Context: an optimization exercise on an open-source flow, tuned for small area and a short achievable clock period. The choices shown serve that exercise and are no tape-out recipe. Only the layout flow was run in this run; the RTL was not checked for function there. Power is estimated from default activity; no workload was simulated.

==> design.v <==
module alu(instr,clk,rst,alucon,result,zero,so1,so2);
input [31:0] instr;
input clk;
input rst;
output [3:0] alucon;
output zero;
output reg [31:0] so1;
output reg [31:0] so2;
output [31:0] result;
  reg [2:0] ac;
  assign alucon = {1'b0, ac};
  reg [31:0] s0, s1, s2, s3, s4, s5, s6, s7;
  reg [32*27-1:0] mem;   
  reg        pend;       
  reg [2:0]  pend_rd;    
  reg        pend_ld;    
  reg [4:0]  maddr;      
  reg        mok;        
  reg        st;         
  reg [31:0] sdr;        
  reg [31:0] row0;
  reg [31:0] row1;
  reg [31:0] row2;
  reg [31:0] row3;
  wire ps1 = row0[0] ^ row1[0];
  wire pc2 = row0[0] & row1[0];
  wire ps3 = row0[1] ^ row1[1] ^ row2[1];
  wire pc4 = (row0[1] & row1[1]) | (row0[1] & row2[1]) | (row1[1] & row2[1]);
  wire ps5 = row0[2] ^ row1[2] ^ row2[2];
  wire pc6 = (row0[2] & row1[2]) | (row0[2] & row2[2]) | (row1[2] & row2[2]);
  wire ps7 = row0[3] ^ row1[3] ^ row2[3];
  wire pc8 = (row0[3] & row1[3]) | (row0[3] & row2[3]) | (row1[3] & row2[3]);
  wire ps9 = row0[4] ^ row1[4] ^ row2[4];
  wire pc10 = (row0[4] & row1[4]) | (row0[4] & row2[4]) | (row1[4] & row2[4]);
  wire ps11 = row0[5] ^ row1[5] ^ row2[5];
  wire pc12 = (row0[5] & row1[5]) | (row0[5] & row2[5]) | (row1[5] & row2[5]);
  wire ps13 = row0[6] ^ row1[6] ^ row2[6];
  wire pc14 = (row0[6] & row1[6]) | (row0[6] & row2[6]) | (row1[6] & row2[6]);
  wire ps15 = row0[7] ^ row1[7] ^ row2[7];
  wire pc16 = (row0[7] & row1[7]) | (row0[7] & row2[7]) | (row1[7] & row2[7]);
  wire ps17 = row0[8] ^ row1[8] ^ row2[8];
  wire pc18 = (row0[8] & row1[8]) | (row0[8] & row2[8]) | (row1[8] & row2[8]);
  wire ps19 = row0[9] ^ row1[9] ^ row2[9];
  wire pc20 = (row0[9] & row1[9]) | (row0[9] & row2[9]) | (row1[9] & row2[9]);
  wire ps21 = row0[10] ^ row1[10] ^ row2[10];
  wire pc22 = (row0[10] & row1[10]) | (row0[10] & row2[10]) | (row1[10] & row2[10]);
  wire ps23 = row0[11] ^ row1[11] ^ row2[11];
  wire pc24 = (row0[11] & row1[11]) | (row0[11] & row2[11]) | (row1[11] & row2[11]);
  wire ps25 = row0[12] ^ row1[12] ^ row2[12];
  wire pc26 = (row0[12] & row1[12]) | (row0[12] & row2[12]) | (row1[12] & row2[12]);
  wire ps27 = row0[13] ^ row1[13] ^ row2[13];
  wire pc28 = (row0[13] & row1[13]) | (row0[13] & row2[13]) | (row1[13] & row2[13]);
  wire ps29 = row0[14] ^ row1[14] ^ row2[14];
  wire pc30 = (row0[14] & row1[14]) | (row0[14] & row2[14]) | (row1[14] & row2[14]);
  wire ps31 = row0[15] ^ row1[15] ^ row2[15];
  wire pc32 = (row0[15] & row1[15]) | (row0[15] & row2[15]) | (row1[15] & row2[15]);
  wire ps33 = row0[16] ^ row1[16] ^ row2[16];
  wire pc34 = (row0[16] & row1[16]) | (row0[16] & row2[16]) | (row1[16] & row2[16]);
  wire ps35 = row0[17] ^ row1[17] ^ row2[17];
  wire pc36 = (row0[17] & row1[17]) | (row0[17] & row2[17]) | (row1[17] & row2[17]);
  wire ps37 = row0[18] ^ row1[18] ^ row2[18];
  wire pc38 = (row0[18] & row1[18]) | (row0[18] & row2[18]) | (row1[18] & row2[18]);
  wire ps39 = row0[19] ^ row1[19] ^ row2[19];
  wire pc40 = (row0[19] & row1[19]) | (row0[19] & row2[19]) | (row1[19] & row2[19]);
  wire ps41 = row0[20] ^ row1[20] ^ row2[20];
  wire pc42 = (row0[20] & row1[20]) | (row0[20] & row2[20]) | (row1[20] & row2[20]);
  wire ps43 = row0[21] ^ row1[21] ^ row2[21];
  wire pc44 = (row0[21] & row1[21]) | (row0[21] & row2[21]) | (row1[21] & row2[21]);
  wire ps45 = row0[22] ^ row1[22] ^ row2[22];
  wire pc46 = (row0[22] & row1[22]) | (row0[22] & row2[22]) | (row1[22] & row2[22]);
  wire ps47 = row0[23] ^ row1[23] ^ row2[23];
  wire pc48 = (row0[23] & row1[23]) | (row0[23] & row2[23]) | (row1[23] & row2[23]);
  wire ps49 = row0[24] ^ row1[24] ^ row2[24];
  wire pc50 = (row0[24] & row1[24]) | (row0[24] & row2[24]) | (row1[24] & row2[24]);
  wire ps51 = row0[25] ^ row1[25] ^ row2[25];
  wire pc52 = (row0[25] & row1[25]) | (row0[25] & row2[25]) | (row1[25] & row2[25]);
  wire ps53 = row0[26] ^ row1[26] ^ row2[26];
  wire pc54 = (row0[26] & row1[26]) | (row0[26] & row2[26]) | (row1[26] & row2[26]);
  wire ps55 = row0[27] ^ row1[27] ^ row2[27];
  wire pc56 = (row0[27] & row1[27]) | (row0[27] & row2[27]) | (row1[27] & row2[27]);
  wire ps57 = row0[28] ^ row1[28] ^ row2[28];
  wire pc58 = (row0[28] & row1[28]) | (row0[28] & row2[28]) | (row1[28] & row2[28]);
  wire ps59 = row0[29] ^ row1[29] ^ row2[29];
  wire pc60 = (row0[29] & row1[29]) | (row0[29] & row2[29]) | (row1[29] & row2[29]);
  wire ps61 = row0[30] ^ row1[30] ^ row2[30];
  wire pc62 = (row0[30] & row1[30]) | (row0[30] & row2[30]) | (row1[30] & row2[30]);
  wire ps63 = row0[31] ^ row1[31] ^ row2[31];
  wire pc64 = (row0[31] & row1[31]) | (row0[31] & row2[31]) | (row1[31] & row2[31]);
  wire ps65 = row2[0] ^ row3[0];
  wire pc66 = row2[0] & row3[0];
  wire ps67 = row3[1] ^ ps3 ^ pc2;
  wire pc68 = (row3[1] & ps3) | (row3[1] & pc2) | (ps3 & pc2);
  wire ps69 = row3[2] ^ ps5 ^ pc4;
  wire pc70 = (row3[2] & ps5) | (row3[2] & pc4) | (ps5 & pc4);
  wire ps71 = row3[3] ^ ps7 ^ pc6;
  wire pc72 = (row3[3] & ps7) | (row3[3] & pc6) | (ps7 & pc6);
  wire ps73 = row3[4] ^ ps9 ^ pc8;
  wire pc74 = (row3[4] & ps9) | (row3[4] & pc8) | (ps9 & pc8);
  wire ps75 = row3[5] ^ ps11 ^ pc10;
  wire pc76 = (row3[5] & ps11) | (row3[5] & pc10) | (ps11 & pc10);
  wire ps77 = row3[6] ^ ps13 ^ pc12;
  wire pc78 = (row3[6] & ps13) | (row3[6] & pc12) | (ps13 & pc12);
  wire ps79 = row3[7] ^ ps15 ^ pc14;
  wire pc80 = (row3[7] & ps15) | (row3[7] & pc14) | (ps15 & pc14);
  wire ps81 = row3[8] ^ ps17 ^ pc16;
  wire pc82 = (row3[8] & ps17) | (row3[8] & pc16) | (ps17 & pc16);
  wire ps83 = row3[9] ^ ps19 ^ pc18;
  wire pc84 = (row3[9] & ps19) | (row3[9] & pc18) | (ps19 & pc18);
  wire ps85 = row3[10] ^ ps21 ^ pc20;
  wire pc86 = (row3[10] & ps21) | (row3[10] & pc20) | (ps21 & pc20);
  wire ps87 = row3[11] ^ ps23 ^ pc22;
  wire pc88 = (row3[11] & ps23) | (row3[11] & pc22) | (ps23 & pc22);
  wire ps89 = row3[12] ^ ps25 ^ pc24;
  wire pc90 = (row3[12] & ps25) | (row3[12] & pc24) | (ps25 & pc24);
  wire ps91 = row3[13] ^ ps27 ^ pc26;
  wire pc92 = (row3[13] & ps27) | (row3[13] & pc26) | (ps27 & pc26);
  wire ps93 = row3[14] ^ ps29 ^ pc28;
  wire pc94 = (row3[14] & ps29) | (row3[14] & pc28) | (ps29 & pc28);
  wire ps95 = row3[15] ^ ps31 ^ pc30;
  wire pc96 = (row3[15] & ps31) | (row3[15] & pc30) | (ps31 & pc30);
  wire ps97 = row3[16] ^ ps33 ^ pc32;
  wire pc98 = (row3[16] & ps33) | (row3[16] & pc32) | (ps33 & pc32);
  wire ps99 = row3[17] ^ ps35 ^ pc34;
  wire pc100 = (row3[17] & ps35) | (row3[17] & pc34) | (ps35 & pc34);
  wire ps101 = row3[18] ^ ps37 ^ pc36;
  wire pc102 = (row3[18] & ps37) | (row3[18] & pc36) | (ps37 & pc36);
  wire ps103 = row3[19] ^ ps39 ^ pc38;
  wire pc104 = (row3[19] & ps39) | (row3[19] & pc38) | (ps39 & pc38);
  wire ps105 = row3[20] ^ ps41 ^ pc40;
  wire pc106 = (row3[20] & ps41) | (row3[20] & pc40) | (ps41 & pc40);
  wire ps107 = row3[21] ^ ps43 ^ pc42;
  wire pc108 = (row3[21] & ps43) | (row3[21] & pc42) | (ps43 & pc42);
  wire ps109 = row3[22] ^ ps45 ^ pc44;
  wire pc110 = (row3[22] & ps45) | (row3[22] & pc44) | (ps45 & pc44);
  wire ps111 = row3[23] ^ ps47 ^ pc46;
  wire pc112 = (row3[23] & ps47) | (row3[23] & pc46) | (ps47 & pc46);
  wire ps113 = row3[24] ^ ps49 ^ pc48;
  wire pc114 = (row3[24] & ps49) | (row3[24] & pc48) | (ps49 & pc48);
  wire ps115 = row3[25] ^ ps51 ^ pc50;
  wire pc116 = (row3[25] & ps51) | (row3[25] & pc50) | (ps51 & pc50);
  wire ps117 = row3[26] ^ ps53 ^ pc52;
  wire pc118 = (row3[26] & ps53) | (row3[26] & pc52) | (ps53 & pc52);
  wire ps119 = row3[27] ^ ps55 ^ pc54;
  wire pc120 = (row3[27] & ps55) | (row3[27] & pc54) | (ps55 & pc54);
  wire ps121 = row3[28] ^ ps57 ^ pc56;
  wire pc122 = (row3[28] & ps57) | (row3[28] & pc56) | (ps57 & pc56);
  wire ps123 = row3[29] ^ ps59 ^ pc58;
  wire pc124 = (row3[29] & ps59) | (row3[29] & pc58) | (ps59 & pc58);
  wire ps125 = row3[30] ^ ps61 ^ pc60;
  wire pc126 = (row3[30] & ps61) | (row3[30] & pc60) | (ps61 & pc60);
  wire ps127 = row3[31] ^ ps63 ^ pc62;
  wire pc128 = (row3[31] & ps63) | (row3[31] & pc62) | (ps63 & pc62);
  wire [31:0] fa_ = {ps127, ps125, ps123, ps121, ps119, ps117, ps115, ps113, ps111, ps109, ps107, ps105, ps103, ps101, ps99, ps97, ps95, ps93, ps91, ps89, ps87, ps85, ps83, ps81, ps79, ps77, ps75, ps73, ps71, ps69, ps67, ps1};
  wire [31:0] fb_ = {pc126, pc124, pc122, pc120, pc118, pc116, pc114, pc112, pc110, pc108, pc106, pc104, pc102, pc100, pc98, pc96, pc94, pc92, pc90, pc88, pc86, pc84, pc82, pc80, pc78, pc76, pc74, pc72, pc70, pc68, pc66, ps65};
  wire mul = ac[2];
  wire sub = ~ac[2] & ac[1] & ac[0];
  wire arith = ac[2] | ac[1];
  wire [31:0] aa = mul ? fa_ : so1;
  wire [31:0] ab = mul ? fb_ : so2 ^ {32{sub}};
  wire [31:0] sum = aa + ab + {31'b0, sub};
  wire zsum = ~|(aa ^ ab ^ {aa[30:0] | ab[30:0], sub});
  wire [31:0] andv = so1 & so2;
  wire [31:0] orv = so1 | so2;
  assign result = arith ? sum : ac[0] ? orv : andv;
  assign zero = arith ? zsum : ac[0] ? ~|orv : ~|andv;
  reg [31:0] mrd;
  always @* begin
    case (maddr)
      5'd0: mrd = mem[31:0];
      5'd1: mrd = mem[63:32];
      5'd2: mrd = mem[95:64];
      5'd3: mrd = mem[127:96];
      5'd4: mrd = mem[159:128];
      5'd5: mrd = mem[191:160];
      5'd6: mrd = mem[223:192];
      5'd7: mrd = mem[255:224];
      5'd8: mrd = mem[287:256];
      5'd9: mrd = mem[319:288];
      5'd10: mrd = mem[351:320];
      5'd11: mrd = mem[383:352];
      5'd12: mrd = mem[415:384];
      5'd13: mrd = mem[447:416];
      5'd14: mrd = mem[479:448];
      5'd15: mrd = mem[511:480];
      5'd16: mrd = mem[543:512];
      5'd17: mrd = mem[575:544];
      5'd18: mrd = mem[607:576];
      5'd19: mrd = mem[639:608];
      5'd20: mrd = mem[671:640];
      5'd21: mrd = mem[703:672];
      5'd22: mrd = mem[735:704];
      5'd23: mrd = mem[767:736];
      5'd24: mrd = mem[799:768];
      5'd25: mrd = mem[831:800];
      5'd26: mrd = mem[863:832];
      default: mrd = 32'b0;
    endcase
  end
  wire [31:0] pv = pend_ld ? (mok ? mrd : 32'b0) : result;
  wire [5:0] op = instr[31:26];
  wire [5:0] fn = instr[5:0];
  wire [4:0] rs = instr[25:21];
  wire [4:0] rt = instr[20:16];
  wire [4:0] rd = instr[15:11];
  wire [15:0] imm = instr[15:0];
  wire isR  = op == 6'h00;
  wire isLW = op == 6'h23;
  wire isSW = op == 6'h2b;
  wire isAI = op == 6'h08;
  wire isBQ = op == 6'h04;
  wire isI  = isLW | isSW | isAI;
  wire rs_ok = rs[4:3] == 2'b10;
  wire rt_ok = rt[4:3] == 2'b10;
  wire rd_ok = rd[4:3] == 2'b10;
  reg [2:0] ac_n;
  always @* begin
    ac_n = ac;
    if (isR) begin
      if (fn == 6'h20) ac_n = 3'd2;
      else if (fn == 6'h22) ac_n = 3'd3;
      else if (fn == 6'h24) ac_n = 3'd0;
      else if (fn == 6'h25) ac_n = 3'd1;
      else if (fn == 6'h18) ac_n = 3'd4;
    end else if (isI) ac_n = 3'd2;
    else if (isBQ) ac_n = 3'd3;
  end
  function [31:0] rdreg(input [2:0] a);
    case (a)
      3'd0: rdreg = s0; 3'd1: rdreg = s1; 3'd2: rdreg = s2; 3'd3: rdreg = s3;
      3'd4: rdreg = s4; 3'd5: rdreg = s5; 3'd6: rdreg = s6; default: rdreg = s7;
    endcase
  endfunction
  wire [31:0] r1 = (pend && pend_rd == rs[2:0]) ? pv : rdreg(rs[2:0]);
  wire [31:0] r2 = (pend && pend_rd == rt[2:0]) ? pv : rdreg(rt[2:0]);
  wire [31:0] x = ((isR | isBQ | isI) & rs_ok) ? r1 : so1;
  wire [31:0] y = ((isR | isBQ) & rt_ok) ? r2 : isI ? {16'b0, imm} : so2;
  wire [31:0] eb = {16'b0, imm};
  wire [5:0] ea_lo = {1'b0, x[4:0]} + {1'b0, imm[4:0]};
  wire [31:0] ea_ph = x ^ eb;
  wire [31:0] ea_pg = x | eb;
  wire ea_hz = (ea_ph[5] == ea_lo[5]) & (ea_ph[31:6] == ea_pg[30:5]);
  wire ea_ok = ea_hz & (ea_lo[4:0] < 5'd27);
  wire bn0 = y[1] & ~(y[0] & 1'b0);
  wire b10 = y[0] ^ 1'b0;
  wire b20 = (y[1] & ~y[0] & ~1'b0) | (~y[1] & y[0] & 1'b0);
  wire [31:0] pp0 = ({32{b10}} & x[31:0] | {32{b20}} & {x[30:0], 1'b0}) ^ {32{bn0}};
  wire bn1 = y[3] & ~(y[2] & y[1]);
  wire b11 = y[2] ^ y[1];
  wire b21 = (y[3] & ~y[2] & ~y[1]) | (~y[3] & y[2] & y[1]);
  wire [29:0] pp1 = ({30{b11}} & x[29:0] | {30{b21}} & {x[28:0], 1'b0}) ^ {30{bn1}};
  wire bn2 = y[5] & ~(y[4] & y[3]);
  wire b12 = y[4] ^ y[3];
  wire b22 = (y[5] & ~y[4] & ~y[3]) | (~y[5] & y[4] & y[3]);
  wire [27:0] pp2 = ({28{b12}} & x[27:0] | {28{b22}} & {x[26:0], 1'b0}) ^ {28{bn2}};
  wire bn3 = y[7] & ~(y[6] & y[5]);
  wire b13 = y[6] ^ y[5];
  wire b23 = (y[7] & ~y[6] & ~y[5]) | (~y[7] & y[6] & y[5]);
  wire [25:0] pp3 = ({26{b13}} & x[25:0] | {26{b23}} & {x[24:0], 1'b0}) ^ {26{bn3}};
  wire bn4 = y[9] & ~(y[8] & y[7]);
  wire b14 = y[8] ^ y[7];
  wire b24 = (y[9] & ~y[8] & ~y[7]) | (~y[9] & y[8] & y[7]);
  wire [23:0] pp4 = ({24{b14}} & x[23:0] | {24{b24}} & {x[22:0], 1'b0}) ^ {24{bn4}};
  wire bn5 = y[11] & ~(y[10] & y[9]);
  wire b15 = y[10] ^ y[9];
  wire b25 = (y[11] & ~y[10] & ~y[9]) | (~y[11] & y[10] & y[9]);
  wire [21:0] pp5 = ({22{b15}} & x[21:0] | {22{b25}} & {x[20:0], 1'b0}) ^ {22{bn5}};
  wire bn6 = y[13] & ~(y[12] & y[11]);
  wire b16 = y[12] ^ y[11];
  wire b26 = (y[13] & ~y[12] & ~y[11]) | (~y[13] & y[12] & y[11]);
  wire [19:0] pp6 = ({20{b16}} & x[19:0] | {20{b26}} & {x[18:0], 1'b0}) ^ {20{bn6}};
  wire bn7 = y[15] & ~(y[14] & y[13]);
  wire b17 = y[14] ^ y[13];
  wire b27 = (y[15] & ~y[14] & ~y[13]) | (~y[15] & y[14] & y[13]);
  wire [17:0] pp7 = ({18{b17}} & x[17:0] | {18{b27}} & {x[16:0], 1'b0}) ^ {18{bn7}};
  wire bn8 = y[17] & ~(y[16] & y[15]);
  wire b18 = y[16] ^ y[15];
  wire b28 = (y[17] & ~y[16] & ~y[15]) | (~y[17] & y[16] & y[15]);
  wire [15:0] pp8 = ({16{b18}} & x[15:0] | {16{b28}} & {x[14:0], 1'b0}) ^ {16{bn8}};
  wire bn9 = y[19] & ~(y[18] & y[17]);
  wire b19 = y[18] ^ y[17];
  wire b29 = (y[19] & ~y[18] & ~y[17]) | (~y[19] & y[18] & y[17]);
  wire [13:0] pp9 = ({14{b19}} & x[13:0] | {14{b29}} & {x[12:0], 1'b0}) ^ {14{bn9}};
  wire bn10 = y[21] & ~(y[20] & y[19]);
  wire b110 = y[20] ^ y[19];
  wire b210 = (y[21] & ~y[20] & ~y[19]) | (~y[21] & y[20] & y[19]);
  wire [11:0] pp10 = ({12{b110}} & x[11:0] | {12{b210}} & {x[10:0], 1'b0}) ^ {12{bn10}};
  wire bn11 = y[23] & ~(y[22] & y[21]);
  wire b111 = y[22] ^ y[21];
  wire b211 = (y[23] & ~y[22] & ~y[21]) | (~y[23] & y[22] & y[21]);
  wire [9:0] pp11 = ({10{b111}} & x[9:0] | {10{b211}} & {x[8:0], 1'b0}) ^ {10{bn11}};
  wire bn12 = y[25] & ~(y[24] & y[23]);
  wire b112 = y[24] ^ y[23];
  wire b212 = (y[25] & ~y[24] & ~y[23]) | (~y[25] & y[24] & y[23]);
  wire [7:0] pp12 = ({8{b112}} & x[7:0] | {8{b212}} & {x[6:0], 1'b0}) ^ {8{bn12}};
  wire bn13 = y[27] & ~(y[26] & y[25]);
  wire b113 = y[26] ^ y[25];
  wire b213 = (y[27] & ~y[26] & ~y[25]) | (~y[27] & y[26] & y[25]);
  wire [5:0] pp13 = ({6{b113}} & x[5:0] | {6{b213}} & {x[4:0], 1'b0}) ^ {6{bn13}};
  wire bn14 = y[29] & ~(y[28] & y[27]);
  wire b114 = y[28] ^ y[27];
  wire b214 = (y[29] & ~y[28] & ~y[27]) | (~y[29] & y[28] & y[27]);
  wire [3:0] pp14 = ({4{b114}} & x[3:0] | {4{b214}} & {x[2:0], 1'b0}) ^ {4{bn14}};
  wire bn15 = y[31] & ~(y[30] & y[29]);
  wire b115 = y[30] ^ y[29];
  wire b215 = (y[31] & ~y[30] & ~y[29]) | (~y[31] & y[30] & y[29]);
  wire pp15_0 = b115 & x[0];
  wire pp15_1 = b115 ? (x[1] ^ (bn15 & x[0])) : (b215 & x[0]);
  wire ms129 = pp0[24] ^ pp1[22];
  wire mc130 = pp0[24] & pp1[22];
  wire ms131 = pp0[25] ^ pp1[23];
  wire mc132 = pp0[25] & pp1[23];
  wire ms133 = pp0[26] ^ pp1[24] ^ pp2[22];
  wire mc134 = (pp0[26] & pp1[24]) | (pp0[26] & pp2[22]) | (pp1[24] & pp2[22]);
  wire ms135 = pp3[20] ^ pp4[18];
  wire mc136 = pp3[20] & pp4[18];
  wire ms137 = pp0[27] ^ pp1[25] ^ pp2[23];
  wire mc138 = (pp0[27] & pp1[25]) | (pp0[27] & pp2[23]) | (pp1[25] & pp2[23]);
  wire ms139 = pp3[21] ^ pp4[19];
  wire mc140 = pp3[21] & pp4[19];
  wire ms141 = pp0[28] ^ pp1[26] ^ pp2[24];
  wire mc142 = (pp0[28] & pp1[26]) | (pp0[28] & pp2[24]) | (pp1[26] & pp2[24]);
  wire ms143 = pp3[22] ^ pp4[20] ^ pp5[18];
  wire mc144 = (pp3[22] & pp4[20]) | (pp3[22] & pp5[18]) | (pp4[20] & pp5[18]);
  wire ms145 = pp6[16] ^ pp7[14];
  wire mc146 = pp6[16] & pp7[14];
  wire ms147 = pp0[29] ^ pp1[27] ^ pp2[25];
  wire mc148 = (pp0[29] & pp1[27]) | (pp0[29] & pp2[25]) | (pp1[27] & pp2[25]);
  wire ms149 = pp3[23] ^ pp4[21] ^ pp5[19];
  wire mc150 = (pp3[23] & pp4[21]) | (pp3[23] & pp5[19]) | (pp4[21] & pp5[19]);
  wire ms151 = pp6[17] ^ pp7[15];
  wire mc152 = pp6[17] & pp7[15];
  wire ms153 = pp0[30] ^ pp1[28] ^ pp2[26];
  wire mc154 = (pp0[30] & pp1[28]) | (pp0[30] & pp2[26]) | (pp1[28] & pp2[26]);
  wire ms155 = pp3[24] ^ pp4[22] ^ pp5[20];
  wire mc156 = (pp3[24] & pp4[22]) | (pp3[24] & pp5[20]) | (pp4[22] & pp5[20]);
  wire ms157 = pp6[18] ^ pp7[16] ^ pp8[14];
  wire mc158 = (pp6[18] & pp7[16]) | (pp6[18] & pp8[14]) | (pp7[16] & pp8[14]);
  wire ms159 = pp0[16] ^ pp1[14];
  wire mc160 = pp0[16] & pp1[14];
  wire ms161 = pp0[17] ^ pp1[15];
  wire mc162 = pp0[17] & pp1[15];
  wire ms163 = pp0[18] ^ pp1[16] ^ pp2[14];
  wire mc164 = (pp0[18] & pp1[16]) | (pp0[18] & pp2[14]) | (pp1[16] & pp2[14]);
  wire ms165 = pp3[12] ^ pp4[10];
  wire mc166 = pp3[12] & pp4[10];
  wire ms167 = pp0[19] ^ pp1[17] ^ pp2[15];
  wire mc168 = (pp0[19] & pp1[17]) | (pp0[19] & pp2[15]) | (pp1[17] & pp2[15]);
  wire ms169 = pp3[13] ^ pp4[11];
  wire mc170 = pp3[13] & pp4[11];
  wire ms171 = pp0[20] ^ pp1[18] ^ pp2[16];
  wire mc172 = (pp0[20] & pp1[18]) | (pp0[20] & pp2[16]) | (pp1[18] & pp2[16]);
  wire ms173 = pp3[14] ^ pp4[12] ^ pp5[10];
  wire mc174 = (pp3[14] & pp4[12]) | (pp3[14] & pp5[10]) | (pp4[12] & pp5[10]);
  wire ms175 = pp6[8] ^ pp7[6];
  wire mc176 = pp6[8] & pp7[6];
  wire ms177 = pp0[21] ^ pp1[19] ^ pp2[17];
  wire mc178 = (pp0[21] & pp1[19]) | (pp0[21] & pp2[17]) | (pp1[19] & pp2[17]);
  wire ms179 = pp3[15] ^ pp4[13] ^ pp5[11];
  wire mc180 = (pp3[15] & pp4[13]) | (pp3[15] & pp5[11]) | (pp4[13] & pp5[11]);
  wire ms181 = pp6[9] ^ pp7[7];
  wire mc182 = pp6[9] & pp7[7];
  wire ms183 = pp0[22] ^ pp1[20] ^ pp2[18];
  wire mc184 = (pp0[22] & pp1[20]) | (pp0[22] & pp2[18]) | (pp1[20] & pp2[18]);
  wire ms185 = pp3[16] ^ pp4[14] ^ pp5[12];
  wire mc186 = (pp3[16] & pp4[14]) | (pp3[16] & pp5[12]) | (pp4[14] & pp5[12]);
  wire ms187 = pp6[10] ^ pp7[8] ^ pp8[6];
  wire mc188 = (pp6[10] & pp7[8]) | (pp6[10] & pp8[6]) | (pp7[8] & pp8[6]);
  wire ms189 = pp9[4] ^ pp10[2];
  wire mc190 = pp9[4] & pp10[2];
  wire ms191 = pp0[23] ^ pp1[21] ^ pp2[19];
  wire mc192 = (pp0[23] & pp1[21]) | (pp0[23] & pp2[19]) | (pp1[21] & pp2[19]);
  wire ms193 = pp3[17] ^ pp4[15] ^ pp5[13];
  wire mc194 = (pp3[17] & pp4[15]) | (pp3[17] & pp5[13]) | (pp4[15] & pp5[13]);
  wire ms195 = pp6[11] ^ pp7[9] ^ pp8[7];
  wire mc196 = (pp6[11] & pp7[9]) | (pp6[11] & pp8[7]) | (pp7[9] & pp8[7]);
  wire ms197 = pp9[5] ^ pp10[3];
  wire mc198 = pp9[5] & pp10[3];
  wire ms199 = pp2[20] ^ pp3[18] ^ pp4[16];
  wire mc200 = (pp2[20] & pp3[18]) | (pp2[20] & pp4[16]) | (pp3[18] & pp4[16]);
  wire ms201 = pp5[14] ^ pp6[12] ^ pp7[10];
  wire mc202 = (pp5[14] & pp6[12]) | (pp5[14] & pp7[10]) | (pp6[12] & pp7[10]);
  wire ms203 = pp8[8] ^ pp9[6] ^ pp10[4];
  wire mc204 = (pp8[8] & pp9[6]) | (pp8[8] & pp10[4]) | (pp9[6] & pp10[4]);
  wire ms205 = pp11[2] ^ pp12[0] ^ bn12;
  wire mc206 = (pp11[2] & pp12[0]) | (pp11[2] & bn12) | (pp12[0] & bn12);
  wire ms207 = pp2[21] ^ pp3[19] ^ pp4[17];
  wire mc208 = (pp2[21] & pp3[19]) | (pp2[21] & pp4[17]) | (pp3[19] & pp4[17]);
  wire ms209 = pp5[15] ^ pp6[13] ^ pp7[11];
  wire mc210 = (pp5[15] & pp6[13]) | (pp5[15] & pp7[11]) | (pp6[13] & pp7[11]);
  wire ms211 = pp8[9] ^ pp9[7] ^ pp10[5];
  wire mc212 = (pp8[9] & pp9[7]) | (pp8[9] & pp10[5]) | (pp9[7] & pp10[5]);
  wire ms213 = pp11[3] ^ pp12[1] ^ ms131;
  wire mc214 = (pp11[3] & pp12[1]) | (pp11[3] & ms131) | (pp12[1] & ms131);
  wire ms215 = pp5[16] ^ pp6[14] ^ pp7[12];
  wire mc216 = (pp5[16] & pp6[14]) | (pp5[16] & pp7[12]) | (pp6[14] & pp7[12]);
  wire ms217 = pp8[10] ^ pp9[8] ^ pp10[6];
  wire mc218 = (pp8[10] & pp9[8]) | (pp8[10] & pp10[6]) | (pp9[8] & pp10[6]);
  wire ms219 = pp11[4] ^ pp12[2] ^ pp13[0];
  wire mc220 = (pp11[4] & pp12[2]) | (pp11[4] & pp13[0]) | (pp12[2] & pp13[0]);
  wire ms221 = bn13 ^ ms133 ^ ms135;
  wire mc222 = (bn13 & ms133) | (bn13 & ms135) | (ms133 & ms135);
  wire ms223 = pp5[17] ^ pp6[15] ^ pp7[13];
  wire mc224 = (pp5[17] & pp6[15]) | (pp5[17] & pp7[13]) | (pp6[15] & pp7[13]);
  wire ms225 = pp8[11] ^ pp9[9] ^ pp10[7];
  wire mc226 = (pp8[11] & pp9[9]) | (pp8[11] & pp10[7]) | (pp9[9] & pp10[7]);
  wire ms227 = pp11[5] ^ pp12[3] ^ pp13[1];
  wire mc228 = (pp11[5] & pp12[3]) | (pp11[5] & pp13[1]) | (pp12[3] & pp13[1]);
  wire ms229 = ms137 ^ ms139 ^ mc134;
  wire mc230 = (ms137 & ms139) | (ms137 & mc134) | (ms139 & mc134);
  wire ms231 = pp8[12] ^ pp9[10] ^ pp10[8];
  wire mc232 = (pp8[12] & pp9[10]) | (pp8[12] & pp10[8]) | (pp9[10] & pp10[8]);
  wire ms233 = pp11[6] ^ pp12[4] ^ pp13[2];
  wire mc234 = (pp11[6] & pp12[4]) | (pp11[6] & pp13[2]) | (pp12[4] & pp13[2]);
  wire ms235 = pp14[0] ^ bn14 ^ ms141;
  wire mc236 = (pp14[0] & bn14) | (pp14[0] & ms141) | (bn14 & ms141);
  wire ms237 = ms143 ^ ms145 ^ mc138;
  wire mc238 = (ms143 & ms145) | (ms143 & mc138) | (ms145 & mc138);
  wire ms239 = pp8[13] ^ pp9[11] ^ pp10[9];
  wire mc240 = (pp8[13] & pp9[11]) | (pp8[13] & pp10[9]) | (pp9[11] & pp10[9]);
  wire ms241 = pp11[7] ^ pp12[5] ^ pp13[3];
  wire mc242 = (pp11[7] & pp12[5]) | (pp11[7] & pp13[3]) | (pp12[5] & pp13[3]);
  wire ms243 = pp14[1] ^ ms147 ^ ms149;
  wire mc244 = (pp14[1] & ms147) | (pp14[1] & ms149) | (ms147 & ms149);
  wire ms245 = ms151 ^ mc142 ^ mc144;
  wire mc246 = (ms151 & mc142) | (ms151 & mc144) | (mc142 & mc144);
  wire ms247 = pp9[12] ^ pp10[10] ^ pp11[8];
  wire mc248 = (pp9[12] & pp10[10]) | (pp9[12] & pp11[8]) | (pp10[10] & pp11[8]);
  wire ms249 = pp12[6] ^ pp13[4] ^ pp14[2];
  wire mc250 = (pp12[6] & pp13[4]) | (pp12[6] & pp14[2]) | (pp13[4] & pp14[2]);
  wire ms251 = pp15_0 ^ ms153 ^ ms155;
  wire mc252 = (pp15_0 & ms153) | (pp15_0 & ms155) | (ms153 & ms155);
  wire ms253 = ms157 ^ mc148 ^ mc150;
  wire mc254 = (ms157 & mc148) | (ms157 & mc150) | (mc148 & mc150);
  wire ms255 = pp0[10] ^ pp1[8];
  wire mc256 = pp0[10] & pp1[8];
  wire ms257 = pp0[11] ^ pp1[9];
  wire mc258 = pp0[11] & pp1[9];
  wire ms259 = pp0[12] ^ pp1[10] ^ pp2[8];
  wire mc260 = (pp0[12] & pp1[10]) | (pp0[12] & pp2[8]) | (pp1[10] & pp2[8]);
  wire ms261 = pp3[6] ^ pp4[4];
  wire mc262 = pp3[6] & pp4[4];
  wire ms263 = pp0[13] ^ pp1[11] ^ pp2[9];
  wire mc264 = (pp0[13] & pp1[11]) | (pp0[13] & pp2[9]) | (pp1[11] & pp2[9]);
  wire ms265 = pp3[7] ^ pp4[5];
  wire mc266 = pp3[7] & pp4[5];
  wire ms267 = pp0[14] ^ pp1[12] ^ pp2[10];
  wire mc268 = (pp0[14] & pp1[12]) | (pp0[14] & pp2[10]) | (pp1[12] & pp2[10]);
  wire ms269 = pp3[8] ^ pp4[6] ^ pp5[4];
  wire mc270 = (pp3[8] & pp4[6]) | (pp3[8] & pp5[4]) | (pp4[6] & pp5[4]);
  wire ms271 = pp6[2] ^ pp7[0];
  wire mc272 = pp6[2] & pp7[0];
  wire ms273 = pp0[15] ^ pp1[13] ^ pp2[11];
  wire mc274 = (pp0[15] & pp1[13]) | (pp0[15] & pp2[11]) | (pp1[13] & pp2[11]);
  wire ms275 = pp3[9] ^ pp4[7] ^ pp5[5];
  wire mc276 = (pp3[9] & pp4[7]) | (pp3[9] & pp5[5]) | (pp4[7] & pp5[5]);
  wire ms277 = pp6[3] ^ pp7[1];
  wire mc278 = pp6[3] & pp7[1];
  wire ms279 = pp2[12] ^ pp3[10] ^ pp4[8];
  wire mc280 = (pp2[12] & pp3[10]) | (pp2[12] & pp4[8]) | (pp3[10] & pp4[8]);
  wire ms281 = pp5[6] ^ pp6[4] ^ pp7[2];
  wire mc282 = (pp5[6] & pp6[4]) | (pp5[6] & pp7[2]) | (pp6[4] & pp7[2]);
  wire ms283 = pp8[0] ^ bn8 ^ ms159;
  wire mc284 = (pp8[0] & bn8) | (pp8[0] & ms159) | (bn8 & ms159);
  wire ms285 = pp2[13] ^ pp3[11] ^ pp4[9];
  wire mc286 = (pp2[13] & pp3[11]) | (pp2[13] & pp4[9]) | (pp3[11] & pp4[9]);
  wire ms287 = pp5[7] ^ pp6[5] ^ pp7[3];
  wire mc288 = (pp5[7] & pp6[5]) | (pp5[7] & pp7[3]) | (pp6[5] & pp7[3]);
  wire ms289 = pp8[1] ^ ms161 ^ mc160;
  wire mc290 = (pp8[1] & ms161) | (pp8[1] & mc160) | (ms161 & mc160);
  wire ms291 = pp5[8] ^ pp6[6] ^ pp7[4];
  wire mc292 = (pp5[8] & pp6[6]) | (pp5[8] & pp7[4]) | (pp6[6] & pp7[4]);
  wire ms293 = pp8[2] ^ pp9[0] ^ bn9;
  wire mc294 = (pp8[2] & pp9[0]) | (pp8[2] & bn9) | (pp9[0] & bn9);
  wire ms295 = ms163 ^ ms165 ^ mc162;
  wire mc296 = (ms163 & ms165) | (ms163 & mc162) | (ms165 & mc162);
  wire ms297 = pp5[9] ^ pp6[7] ^ pp7[5];
  wire mc298 = (pp5[9] & pp6[7]) | (pp5[9] & pp7[5]) | (pp6[7] & pp7[5]);
  wire ms299 = pp8[3] ^ pp9[1] ^ ms167;
  wire mc300 = (pp8[3] & pp9[1]) | (pp8[3] & ms167) | (pp9[1] & ms167);
  wire ms301 = ms169 ^ mc164 ^ mc166;
  wire mc302 = (ms169 & mc164) | (ms169 & mc166) | (mc164 & mc166);
  wire ms303 = pp8[4] ^ pp9[2] ^ pp10[0];
  wire mc304 = (pp8[4] & pp9[2]) | (pp8[4] & pp10[0]) | (pp9[2] & pp10[0]);
  wire ms305 = bn10 ^ ms171 ^ ms173;
  wire mc306 = (bn10 & ms171) | (bn10 & ms173) | (ms171 & ms173);
  wire ms307 = ms175 ^ mc168 ^ mc170;
  wire mc308 = (ms175 & mc168) | (ms175 & mc170) | (mc168 & mc170);
  wire ms309 = pp8[5] ^ pp9[3] ^ pp10[1];
  wire mc310 = (pp8[5] & pp9[3]) | (pp8[5] & pp10[1]) | (pp9[3] & pp10[1]);
  wire ms311 = ms177 ^ ms179 ^ ms181;
  wire mc312 = (ms177 & ms179) | (ms177 & ms181) | (ms179 & ms181);
  wire ms313 = mc172 ^ mc174 ^ mc176;
  wire mc314 = (mc172 & mc174) | (mc172 & mc176) | (mc174 & mc176);
  wire ms315 = pp11[0] ^ bn11 ^ ms183;
  wire mc316 = (pp11[0] & bn11) | (pp11[0] & ms183) | (bn11 & ms183);
  wire ms317 = ms185 ^ ms187 ^ ms189;
  wire mc318 = (ms185 & ms187) | (ms185 & ms189) | (ms187 & ms189);
  wire ms319 = mc178 ^ mc180 ^ mc182;
  wire mc320 = (mc178 & mc180) | (mc178 & mc182) | (mc180 & mc182);
  wire ms321 = pp11[1] ^ ms191 ^ ms193;
  wire mc322 = (pp11[1] & ms191) | (pp11[1] & ms193) | (ms191 & ms193);
  wire ms323 = ms195 ^ ms197 ^ mc184;
  wire mc324 = (ms195 & ms197) | (ms195 & mc184) | (ms197 & mc184);
  wire ms325 = mc186 ^ mc188 ^ mc190;
  wire mc326 = (mc186 & mc188) | (mc186 & mc190) | (mc188 & mc190);
  wire ms327 = ms129 ^ ms199 ^ ms201;
  wire mc328 = (ms129 & ms199) | (ms129 & ms201) | (ms199 & ms201);
  wire ms329 = ms203 ^ ms205 ^ mc192;
  wire mc330 = (ms203 & ms205) | (ms203 & mc192) | (ms205 & mc192);
  wire ms331 = mc194 ^ mc196 ^ mc198;
  wire mc332 = (mc194 & mc196) | (mc194 & mc198) | (mc196 & mc198);
  wire ms333 = mc130 ^ ms207 ^ ms209;
  wire mc334 = (mc130 & ms207) | (mc130 & ms209) | (ms207 & ms209);
  wire ms335 = ms211 ^ ms213 ^ mc200;
  wire mc336 = (ms211 & ms213) | (ms211 & mc200) | (ms213 & mc200);
  wire ms337 = mc202 ^ mc204 ^ mc206;
  wire mc338 = (mc202 & mc204) | (mc202 & mc206) | (mc204 & mc206);
  wire ms339 = mc132 ^ ms215 ^ ms217;
  wire mc340 = (mc132 & ms215) | (mc132 & ms217) | (ms215 & ms217);
  wire ms341 = ms219 ^ ms221 ^ mc208;
  wire mc342 = (ms219 & ms221) | (ms219 & mc208) | (ms221 & mc208);
  wire ms343 = mc210 ^ mc212 ^ mc214;
  wire mc344 = (mc210 & mc212) | (mc210 & mc214) | (mc212 & mc214);
  wire ms345 = mc136 ^ ms223 ^ ms225;
  wire mc346 = (mc136 & ms223) | (mc136 & ms225) | (ms223 & ms225);
  wire ms347 = ms227 ^ ms229 ^ mc216;
  wire mc348 = (ms227 & ms229) | (ms227 & mc216) | (ms229 & mc216);
  wire ms349 = mc218 ^ mc220 ^ mc222;
  wire mc350 = (mc218 & mc220) | (mc218 & mc222) | (mc220 & mc222);
  wire ms351 = mc140 ^ ms231 ^ ms233;
  wire mc352 = (mc140 & ms231) | (mc140 & ms233) | (ms231 & ms233);
  wire ms353 = ms235 ^ ms237 ^ mc224;
  wire mc354 = (ms235 & ms237) | (ms235 & mc224) | (ms237 & mc224);
  wire ms355 = mc226 ^ mc228 ^ mc230;
  wire mc356 = (mc226 & mc228) | (mc226 & mc230) | (mc228 & mc230);
  wire ms357 = mc146 ^ ms239 ^ ms241;
  wire mc358 = (mc146 & ms239) | (mc146 & ms241) | (ms239 & ms241);
  wire ms359 = ms243 ^ ms245 ^ mc232;
  wire mc360 = (ms243 & ms245) | (ms243 & mc232) | (ms245 & mc232);
  wire ms361 = mc234 ^ mc236 ^ mc238;
  wire mc362 = (mc234 & mc236) | (mc234 & mc238) | (mc236 & mc238);
  wire ms363 = mc152 ^ ms247 ^ ms249;
  wire mc364 = (mc152 & ms247) | (mc152 & ms249) | (ms247 & ms249);
  wire ms365 = ms251 ^ ms253 ^ mc240;
  wire mc366 = (ms251 & ms253) | (ms251 & mc240) | (ms253 & mc240);
  wire ms367 = mc242 ^ mc244 ^ mc246;
  wire mc368 = (mc242 & mc244) | (mc242 & mc246) | (mc244 & mc246);
  wire ms369 = pp0[6] ^ pp1[4];
  wire mc370 = pp0[6] & pp1[4];
  wire ms371 = pp0[7] ^ pp1[5];
  wire mc372 = pp0[7] & pp1[5];
  wire ms373 = pp0[8] ^ pp1[6] ^ pp2[4];
  wire mc374 = (pp0[8] & pp1[6]) | (pp0[8] & pp2[4]) | (pp1[6] & pp2[4]);
  wire ms375 = pp3[2] ^ pp4[0];
  wire mc376 = pp3[2] & pp4[0];
  wire ms377 = pp0[9] ^ pp1[7] ^ pp2[5];
  wire mc378 = (pp0[9] & pp1[7]) | (pp0[9] & pp2[5]) | (pp1[7] & pp2[5]);
  wire ms379 = pp3[3] ^ pp4[1];
  wire mc380 = pp3[3] & pp4[1];
  wire ms381 = pp2[6] ^ pp3[4] ^ pp4[2];
  wire mc382 = (pp2[6] & pp3[4]) | (pp2[6] & pp4[2]) | (pp3[4] & pp4[2]);
  wire ms383 = pp5[0] ^ bn5 ^ ms255;
  wire mc384 = (pp5[0] & bn5) | (pp5[0] & ms255) | (bn5 & ms255);
  wire ms385 = pp2[7] ^ pp3[5] ^ pp4[3];
  wire mc386 = (pp2[7] & pp3[5]) | (pp2[7] & pp4[3]) | (pp3[5] & pp4[3]);
  wire ms387 = pp5[1] ^ ms257 ^ mc256;
  wire mc388 = (pp5[1] & ms257) | (pp5[1] & mc256) | (ms257 & mc256);
  wire ms389 = pp5[2] ^ pp6[0] ^ bn6;
  wire mc390 = (pp5[2] & pp6[0]) | (pp5[2] & bn6) | (pp6[0] & bn6);
  wire ms391 = ms259 ^ ms261 ^ mc258;
  wire mc392 = (ms259 & ms261) | (ms259 & mc258) | (ms261 & mc258);
  wire ms393 = pp5[3] ^ pp6[1] ^ ms263;
  wire mc394 = (pp5[3] & pp6[1]) | (pp5[3] & ms263) | (pp6[1] & ms263);
  wire ms395 = ms265 ^ mc260 ^ mc262;
  wire mc396 = (ms265 & mc260) | (ms265 & mc262) | (mc260 & mc262);
  wire ms397 = bn7 ^ ms267 ^ ms269;
  wire mc398 = (bn7 & ms267) | (bn7 & ms269) | (ms267 & ms269);
  wire ms399 = ms271 ^ mc264 ^ mc266;
  wire mc400 = (ms271 & mc264) | (ms271 & mc266) | (mc264 & mc266);
  wire ms401 = ms273 ^ ms275 ^ ms277;
  wire mc402 = (ms273 & ms275) | (ms273 & ms277) | (ms275 & ms277);
  wire ms403 = mc268 ^ mc270 ^ mc272;
  wire mc404 = (mc268 & mc270) | (mc268 & mc272) | (mc270 & mc272);
  wire ms405 = ms279 ^ ms281 ^ ms283;
  wire mc406 = (ms279 & ms281) | (ms279 & ms283) | (ms281 & ms283);
  wire ms407 = mc274 ^ mc276 ^ mc278;
  wire mc408 = (mc274 & mc276) | (mc274 & mc278) | (mc276 & mc278);
  wire ms409 = ms285 ^ ms287 ^ ms289;
  wire mc410 = (ms285 & ms287) | (ms285 & ms289) | (ms287 & ms289);
  wire ms411 = mc280 ^ mc282 ^ mc284;
  wire mc412 = (mc280 & mc282) | (mc280 & mc284) | (mc282 & mc284);
  wire ms413 = ms291 ^ ms293 ^ ms295;
  wire mc414 = (ms291 & ms293) | (ms291 & ms295) | (ms293 & ms295);
  wire ms415 = mc286 ^ mc288 ^ mc290;
  wire mc416 = (mc286 & mc288) | (mc286 & mc290) | (mc288 & mc290);
  wire ms417 = ms297 ^ ms299 ^ ms301;
  wire mc418 = (ms297 & ms299) | (ms297 & ms301) | (ms299 & ms301);
  wire ms419 = mc292 ^ mc294 ^ mc296;
  wire mc420 = (mc292 & mc294) | (mc292 & mc296) | (mc294 & mc296);
  wire ms421 = ms303 ^ ms305 ^ ms307;
  wire mc422 = (ms303 & ms305) | (ms303 & ms307) | (ms305 & ms307);
  wire ms423 = mc298 ^ mc300 ^ mc302;
  wire mc424 = (mc298 & mc300) | (mc298 & mc302) | (mc300 & mc302);
  wire ms425 = ms309 ^ ms311 ^ ms313;
  wire mc426 = (ms309 & ms311) | (ms309 & ms313) | (ms311 & ms313);
  wire ms427 = mc304 ^ mc306 ^ mc308;
  wire mc428 = (mc304 & mc306) | (mc304 & mc308) | (mc306 & mc308);
  wire ms429 = ms315 ^ ms317 ^ ms319;
  wire mc430 = (ms315 & ms317) | (ms315 & ms319) | (ms317 & ms319);
  wire ms431 = mc310 ^ mc312 ^ mc314;
  wire mc432 = (mc310 & mc312) | (mc310 & mc314) | (mc312 & mc314);
  wire ms433 = ms321 ^ ms323 ^ ms325;
  wire mc434 = (ms321 & ms323) | (ms321 & ms325) | (ms323 & ms325);
  wire ms435 = mc316 ^ mc318 ^ mc320;
  wire mc436 = (mc316 & mc318) | (mc316 & mc320) | (mc318 & mc320);
  wire ms437 = ms327 ^ ms329 ^ ms331;
  wire mc438 = (ms327 & ms329) | (ms327 & ms331) | (ms329 & ms331);
  wire ms439 = mc322 ^ mc324 ^ mc326;
  wire mc440 = (mc322 & mc324) | (mc322 & mc326) | (mc324 & mc326);
  wire ms441 = ms333 ^ ms335 ^ ms337;
  wire mc442 = (ms333 & ms335) | (ms333 & ms337) | (ms335 & ms337);
  wire ms443 = mc328 ^ mc330 ^ mc332;
  wire mc444 = (mc328 & mc330) | (mc328 & mc332) | (mc330 & mc332);
  wire ms445 = ms339 ^ ms341 ^ ms343;
  wire mc446 = (ms339 & ms341) | (ms339 & ms343) | (ms341 & ms343);
  wire ms447 = mc334 ^ mc336 ^ mc338;
  wire mc448 = (mc334 & mc336) | (mc334 & mc338) | (mc336 & mc338);
  wire ms449 = ms345 ^ ms347 ^ ms349;
  wire mc450 = (ms345 & ms347) | (ms345 & ms349) | (ms347 & ms349);
  wire ms451 = mc340 ^ mc342 ^ mc344;
  wire mc452 = (mc340 & mc342) | (mc340 & mc344) | (mc342 & mc344);
  wire ms453 = ms351 ^ ms353 ^ ms355;
  wire mc454 = (ms351 & ms353) | (ms351 & ms355) | (ms353 & ms355);
  wire ms455 = mc346 ^ mc348 ^ mc350;
  wire mc456 = (mc346 & mc348) | (mc346 & mc350) | (mc348 & mc350);
  wire ms457 = ms357 ^ ms359 ^ ms361;
  wire mc458 = (ms357 & ms359) | (ms357 & ms361) | (ms359 & ms361);
  wire ms459 = mc352 ^ mc354 ^ mc356;
  wire mc460 = (mc352 & mc354) | (mc352 & mc356) | (mc354 & mc356);
  wire ms461 = ms363 ^ ms365 ^ ms367;
  wire mc462 = (ms363 & ms365) | (ms363 & ms367) | (ms365 & ms367);
  wire ms463 = mc358 ^ mc360 ^ mc362;
  wire mc464 = (mc358 & mc360) | (mc358 & mc362) | (mc360 & mc362);
  wire x465 = pp0[31] ^ pp1[29];
  wire x466 = pp2[27] ^ pp3[25];
  wire x467 = pp4[23] ^ pp5[21];
  wire x468 = pp6[19] ^ pp7[17];
  wire x469 = pp8[15] ^ pp9[13];
  wire x470 = pp10[11] ^ pp11[9];
  wire x471 = pp12[7] ^ pp13[5];
  wire x472 = pp14[3] ^ pp15_1;
  wire x473 = x465 ^ x466;
  wire x474 = x467 ^ x468;
  wire x475 = x469 ^ x470;
  wire x476 = x471 ^ x472;
  wire x477 = x473 ^ x474;
  wire x478 = x475 ^ x476;
  wire x479 = x477 ^ x478;
  wire x480 = mc154 ^ mc248;
  wire x481 = mc254 ^ mc368;
  wire x482 = x480 ^ x481;
  wire x483 = mc156 ^ mc250;
  wire x484 = mc364 ^ mc462;
  wire x485 = x483 ^ x484;
  wire x486 = mc158 ^ mc252;
  wire x487 = mc366 ^ mc464;
  wire x488 = x486 ^ x487;
  wire [31:0] mrow0 = {x479, ms461, ms457, ms453, ms449, ms445, ms441, ms437, ms433, ms429, ms425, ms421, ms417, ms413, ms409, ms405, ms401, ms397, ms393, ms389, ms385, ms381, ms377, bn4, pp2[3], pp2[2], pp0[5], pp0[4], pp0[3], pp0[2], pp0[1], pp0[0]};
  wire [31:0] mrow1 = {x482, ms463, ms459, ms455, ms451, ms447, ms443, ms439, ms435, ms431, ms427, ms423, ms419, ms415, ms411, ms407, ms403, ms399, ms395, ms391, ms387, ms383, ms379, ms373, pp3[1], pp3[0], pp1[3], pp1[2], pp1[1], pp1[0], 1'b0, bn0};
  wire [31:0] mrow2 = {x485, mc458, mc454, mc450, mc446, mc442, mc438, mc434, mc430, mc426, mc422, mc418, mc414, mc410, mc406, mc402, mc398, mc394, mc390, mc386, mc382, mc378, mc374, ms375, ms371, bn3, pp2[1], pp2[0], 1'b0, bn1, 1'b0, 1'b0};
  wire [31:0] mrow3 = {x488, mc460, mc456, mc452, mc448, mc444, mc440, mc436, mc432, mc428, mc424, mc420, mc416, mc412, mc408, mc404, mc400, mc396, mc392, mc388, mc384, mc380, mc376, mc372, mc370, ms369, 1'b0, bn2, 1'b0, 1'b0, 1'b0, 1'b0};
  always @(posedge clk) begin
    if (rst) begin
      ac <= 3'd0; so1 <= 32'b0; so2 <= 32'b0;
      pend <= 1'b0; st <= 1'b0;
    end else begin
      ac <= ac_n; so1 <= x; so2 <= y;
      pend <= (isR & rd_ok) | ((isAI | isLW) & rt_ok);
      st <= isSW & rt_ok & ea_ok;
    end
    pend_rd <= isR ? rd[2:0] : rt[2:0];
    pend_ld <= isLW;
    maddr <= ea_lo[4:0];
    mok <= ea_ok;
    sdr <= r2;
    row0 <= mrow0;
    row1 <= mrow1;
    row2 <= mrow2;
    row3 <= mrow3;
  end
  wire [31:0] pv0 = pv & {32{~rst}};
  wire [7:0] swe;
  genvar w;
  generate
    for (w = 0; w < 8; w = w + 1) begin : g_swe
      assign swe[w] = rst | (pend && pend_rd == w);
    end
  endgenerate
  always @(posedge clk) begin
    if (swe[0]) s0 <= pv0;
    if (swe[1]) s1 <= pv0;
    if (swe[2]) s2 <= pv0;
    if (swe[3]) s3 <= pv0;
    if (swe[4]) s4 <= pv0;
    if (swe[5]) s5 <= pv0;
    if (swe[6]) s6 <= pv0;
    if (swe[7]) s7 <= pv0;
  end
  wire [31:0] sd = sdr;
  wire [31:0] sd0 = sd & {32{~rst}};
  wire [31:0] sd1 = sd | {32{rst}};
  generate
    for (w = 0; w < 27; w = w + 1) begin : g_mem
      wire we = rst | (st && maddr == w);
      wire [31:0] c = (w < 18) ? w + 1 : 32'b0;
      always @(posedge clk)
        if (we) mem[32*w +: 32] <= (c & sd1) | (~c & sd0);
    end
  endgenerate
endmodule
==> flow/run.sh <==
#!/bin/bash
# Layout flow: the standard ORFS flow (standard synthesis, floorplan,
# placement, CTS, routing) with a larger setup-slack target for the timing
# repair steps, so that the repair keeps improving paths that already meet
# the 16 ns clock. The clock, I/O delays and all constraints are the standard flow's.
set -euo pipefail
MARGIN=9
TNS=10
sed -e "s/\"\${@:-finish}\"/SETUP_SLACK_MARGIN=$MARGIN TNS_END_PERCENT=$TNS \"\${@:-finish}\"/" standard.sh > standard_margin.sh
grep -q "SETUP_SLACK_MARGIN=$MARGIN TNS_END_PERCENT" standard_margin.sh
bash standard_margin.sh > standard.log 2>&1
==> standard.sh <==
#!/bin/bash
# synth_recipe.tcl (not shown) runs the flow's synth.tcl, then flattens the netlist and writes it again
# the make line also repeats each setting of config.mk as NAME=value (left out here)
make -C /OpenROAD-flow-scripts/flow DESIGN_CONFIG=/design/flow/config.mk WORK_HOME=/design/flow/orfs CLKGATE_MAP_FILE= SYNTH_SCRIPT=/design/flow/synth_recipe.tcl "${@:-finish}"
==> config.mk <==
export PLATFORM = sky130hd
export DESIGN_NAME = alu
export DESIGN_NICKNAME = alu
export VERILOG_FILES = /design/flow/design.v
export SDC_FILE = /design/flow/constraint.sdc
export NUM_CORES = 4
export LEC_CHECK = 0
export ABC_AREA = 1
export CAP_MARGIN = 20
export CORE_MARGIN = 2
export CORE_UTILIZATION = 55
export CTS_BUF_LIST = sky130_fd_sc_hd__clkbuf_8
export PLACE_DENSITY = 0.7
export SLEW_MARGIN = 20
==> constraint.sdc <==
create_clock -name core_clock -period 16.0 [get_ports {clk}]
set_input_delay 3.2000 -clock core_clock [delete_from_list [all_inputs] [get_ports {clk}]]
set_output_delay 3.2000 -clock core_clock [all_outputs]
set_load 0.01 [all_outputs]
==> results.txt <==
==> stage by stage <==
step           utilization  setup slack (ns)  power [mW]  hold WS [ns]
6_report             0.657              8.25        8.22         0.631
5_1_grt              0.657              8.19        8.45         0.634
4_1_cts              0.652              8.27        8.18         0.639
3_5_place_dp         0.583              5.97        5.26         0.625
3_3_place_gp         0.583              5.96        5.24         0.607
2_1_floorplan            -              8.56        4.78         0.509
==> cell type report <==
class | count | area, um2 | area share
clock inverters | 161 | 945 | 0.0114
flip-flops and latches | 1350 | 38300 | 0.463
repair buffers | 485 | 4760 | 0.0576
diodes | 13 | 32.5 | 0.000394
well taps | 1650 | 2060 | 0.0250
multi-input cells | 4691 | 29800 | 0.361
inverters | 884 | 3590 | 0.0435
clock buffers | 227 | 3120 | 0.0378
repair inverters | 6 | 41.3 | 0.000500
==> cells in the mapped netlist (all sizes together), types with 37 or more instances <==
master / count / share of area
a21oi: 165 / 0.012
dfxtp: 230 / 0.066
ha: 121 / 0.022
nand2: 2065 / 0.11
inv: 865 / 0.047
o22ai: 359 / 0.032
edfxtp: 1120 / 0.48
nand4: 119 / 0.011
buf: 161 / 0.013
a221oi: 68 / 0.0085
nand3: 379 / 0.027
o21ai: 171 / 0.012
clkbuf: 154 / 0.0083
o211ai: 37 / 0.0040
xor2: 279 / 0.035
fa: 194 / 0.056
nor2: 547 / 0.032
==> power by group <==
part	internal (mW)	switching, mW	total [mW]	leakage [nW]
Combinational	0.354	0.824	1.18	19.1
Clock	1.41	1.45	2.85	2.31
Sequential	4.09	0.0901	4.18	13.4
==> timing repair <==
item | in CTS | in global routing
endpoints found under the setup margin | 142 | 77
pin swaps | 169 | 63
gates resized for setup | 763 | 124
gates cloned | 23 | 0
buffers inserted | 178 | 12
==> kinds of logic after synthesis <==
| logic type | Yosys count | synth area share |
|---|---|---|
| buffers and inverters | 1199 | 0.0690 |
| AO/OA/AOI/OAI | 850 | 0.0747 |
| XOR/XNOR | 304 | 0.0382 |
| other | 1 | 0.0000538 |
| flip-flops | 1350 | 0.548 |
| multiplexers | 3 | 0.000431 |
| AND/OR/NAND/NOR | 3214 | 0.192 |
| adder cells (fa/ha/maj) | 317 | 0.0777 |
==> critical path: cells and delay by family, from the launching register on <==
kind,cells,cell delay (ns)
and+or+nand+nor,2,0.55
AOI/OAI and AO/OA,1,0.20
buffers and inverters,6,2.44
DFF,1,0.35
==> worst max path at each step <==
stage	from	endpoint	slack, ns
CTS	row2[11]	zero	8.27
detailed placement	instr[30]	row0[25]	5.97
finish	ac[2]	result[4]	8.25
global route	row0[9]	result[12]	8.19
floorplan	instr[18]	row0[29]	8.56
global placement	instr[18]	row2[31]	5.96
==> metal layers <==
| metal | track usage | up-vias | part of all wire |
|---|---|---|---|
| met2 | 0.582 | 4568 | 0.40 |
| met3 | 0.144 | 880 | 0.15 |
| met1 | 0.596 | 28000 | 0.38 |
| met4 | 0.212 | 18 | 0.058 |
| met5 | 0 | - | 0.00041 |
| li1 | - | 25000 | - |
==> flow_summary.toml <==
[layout]
top_register = "mem"
fill_cells = 9907
drive_gt1_frac = 0.166
largest_reg_flops = 864
fin_cells = 9467
design_area_um2 = 82600
mostFrequentLayoutCell = "nand2_1"
layout.nets = 7982
area_growth_syn_to_layout_pct = 18.4
mostFrequentLayoutCells = "1916 x nand2_1, 1120 x edfxtp_1, 825 x inv_1"

[floorplanning]
die_y_um = 360
io_pins = 135
core_um2 = 126000
start_util = 0.555
die_w_um = 360
fp-row-count = 130
dieArea_um2 = 130000

[logic_synthesis]
synth_ff_type = "edfxtp_1"
synth.distinct_cells = 63
synth_edf_count = 1120
ys_seq_elements = 1350
async_flop_share = 0
synth_seq_area_share = 0.548
syn_avg_cell_area_um2 = 9.63
synthesis.area_um2 = 69700
yosys_warnings = 1
synth_nets = 7587
synthCells = 7238

[run_status]
status = "complete, no violations"

[global_routing]
grt_antenna_before_repair = 20
grt_pass1_vias = 54400
grt_pass1_wl_um = 391000
grt_usage = 0.423
overflow = 0
grt_max_degree = 74

[worst_setup_path]
crit_required_ns = 12.80
r2r_slack_ns = 8.74
path_class = "reg -> out"
end_kind = "primary output"
start_kind = "flip-flop"
worstReg2RegEnd = "row2[31]"
path_max_fanout = 32
cp_data_arrival_time_ns = 4.55
crit_path_max_incr_delay_ns = 0.61
r2r_cells = 27
crit_top_cell = "buf_4"
slowest_stage = "clkinvlp_4"
crit_chain = "buf_12 > buf_4 > nor2_2 > buf_4 > clkinvlp_4 > buf_4 > nor3_1 > a31oi_2 > clkdlybuf4s50_1"
reg2reg_from = "maddr[3]"

[clocking]
clkTransAtPathRegs_ns = 0.06
htree_levels = 4
clockBufferDepth = 3
clk_latency_ns = 0.99
clockRootBuffer = "clkbuf_8"
cts_tree = "built"
numCtsBuffers = 215
postCtsHoldBufs = 0
cts.sinks = 1350

[flow_run]
max_cap_violations = 0

[sta]
rsz0062_at_grt = "true"
slew_violations = 0
max_slew_margin = 0.188
tns_ns = 0
worst_pin_slew_ns = 1.22
fmax_mhz = 129
finalCritPeriodShare = 0.484
final_hold_viol_count = 0
setup_viol = 0
finalCriticalPeriod_ns = 7.75
finClkSkew_ns = 0.0813

[power]
ir_drop_mv = 0.114
p_per_area_nw_per_um2 = 99.5
leakage_nw = 34.8

[routing]
drt_pass1_iterations = 10
via_per_inst = 6.18
vias = 58500
ant_nets = 0
drc = 0
wire_per_inst_um = 29.5
drt_iter0_markers = 9790
wirelength_um = 279000

[place]
post_dp_cell_area_um2 = 73300
place_congestion = 1.06
io_buffers = 133
placedCellCount = 8852
dpl.hpwl_um = 186000

[hold_path]
min_to = "mem[163]"
whs_path_depth = 2
hold_class = "reg -> reg"
hp-start = "sdr[3]"

[afterwards: timing with drivers on the ports]
How much do the figures lean on ideal ports? The routed layout below was timed once more, with nothing changed but the port constraints.
Step 1, drivers: a clkbuf_16 drives clk and a buf_2 each remaining input, both assumed.
Step 2 adds t to the input delays and takes it off the output delays; t is the mean of the earliest and latest rising clock arrival at the registers after step 1. Input paths then give back, and output paths get back, about the clock's delay inside the block.
a / b / c = ideal / step 1 / step 2; a / b = the first two.
shift t [ns]: 1.030
setup WS [ns]: 8.253 / 8.172 / 7.709
cell pins on the clock port's net: 1
After both steps setup and hold are still met in this run. The setup slack of this run moves by -0.081 ns with the drivers and by -0.544 ns with both steps.
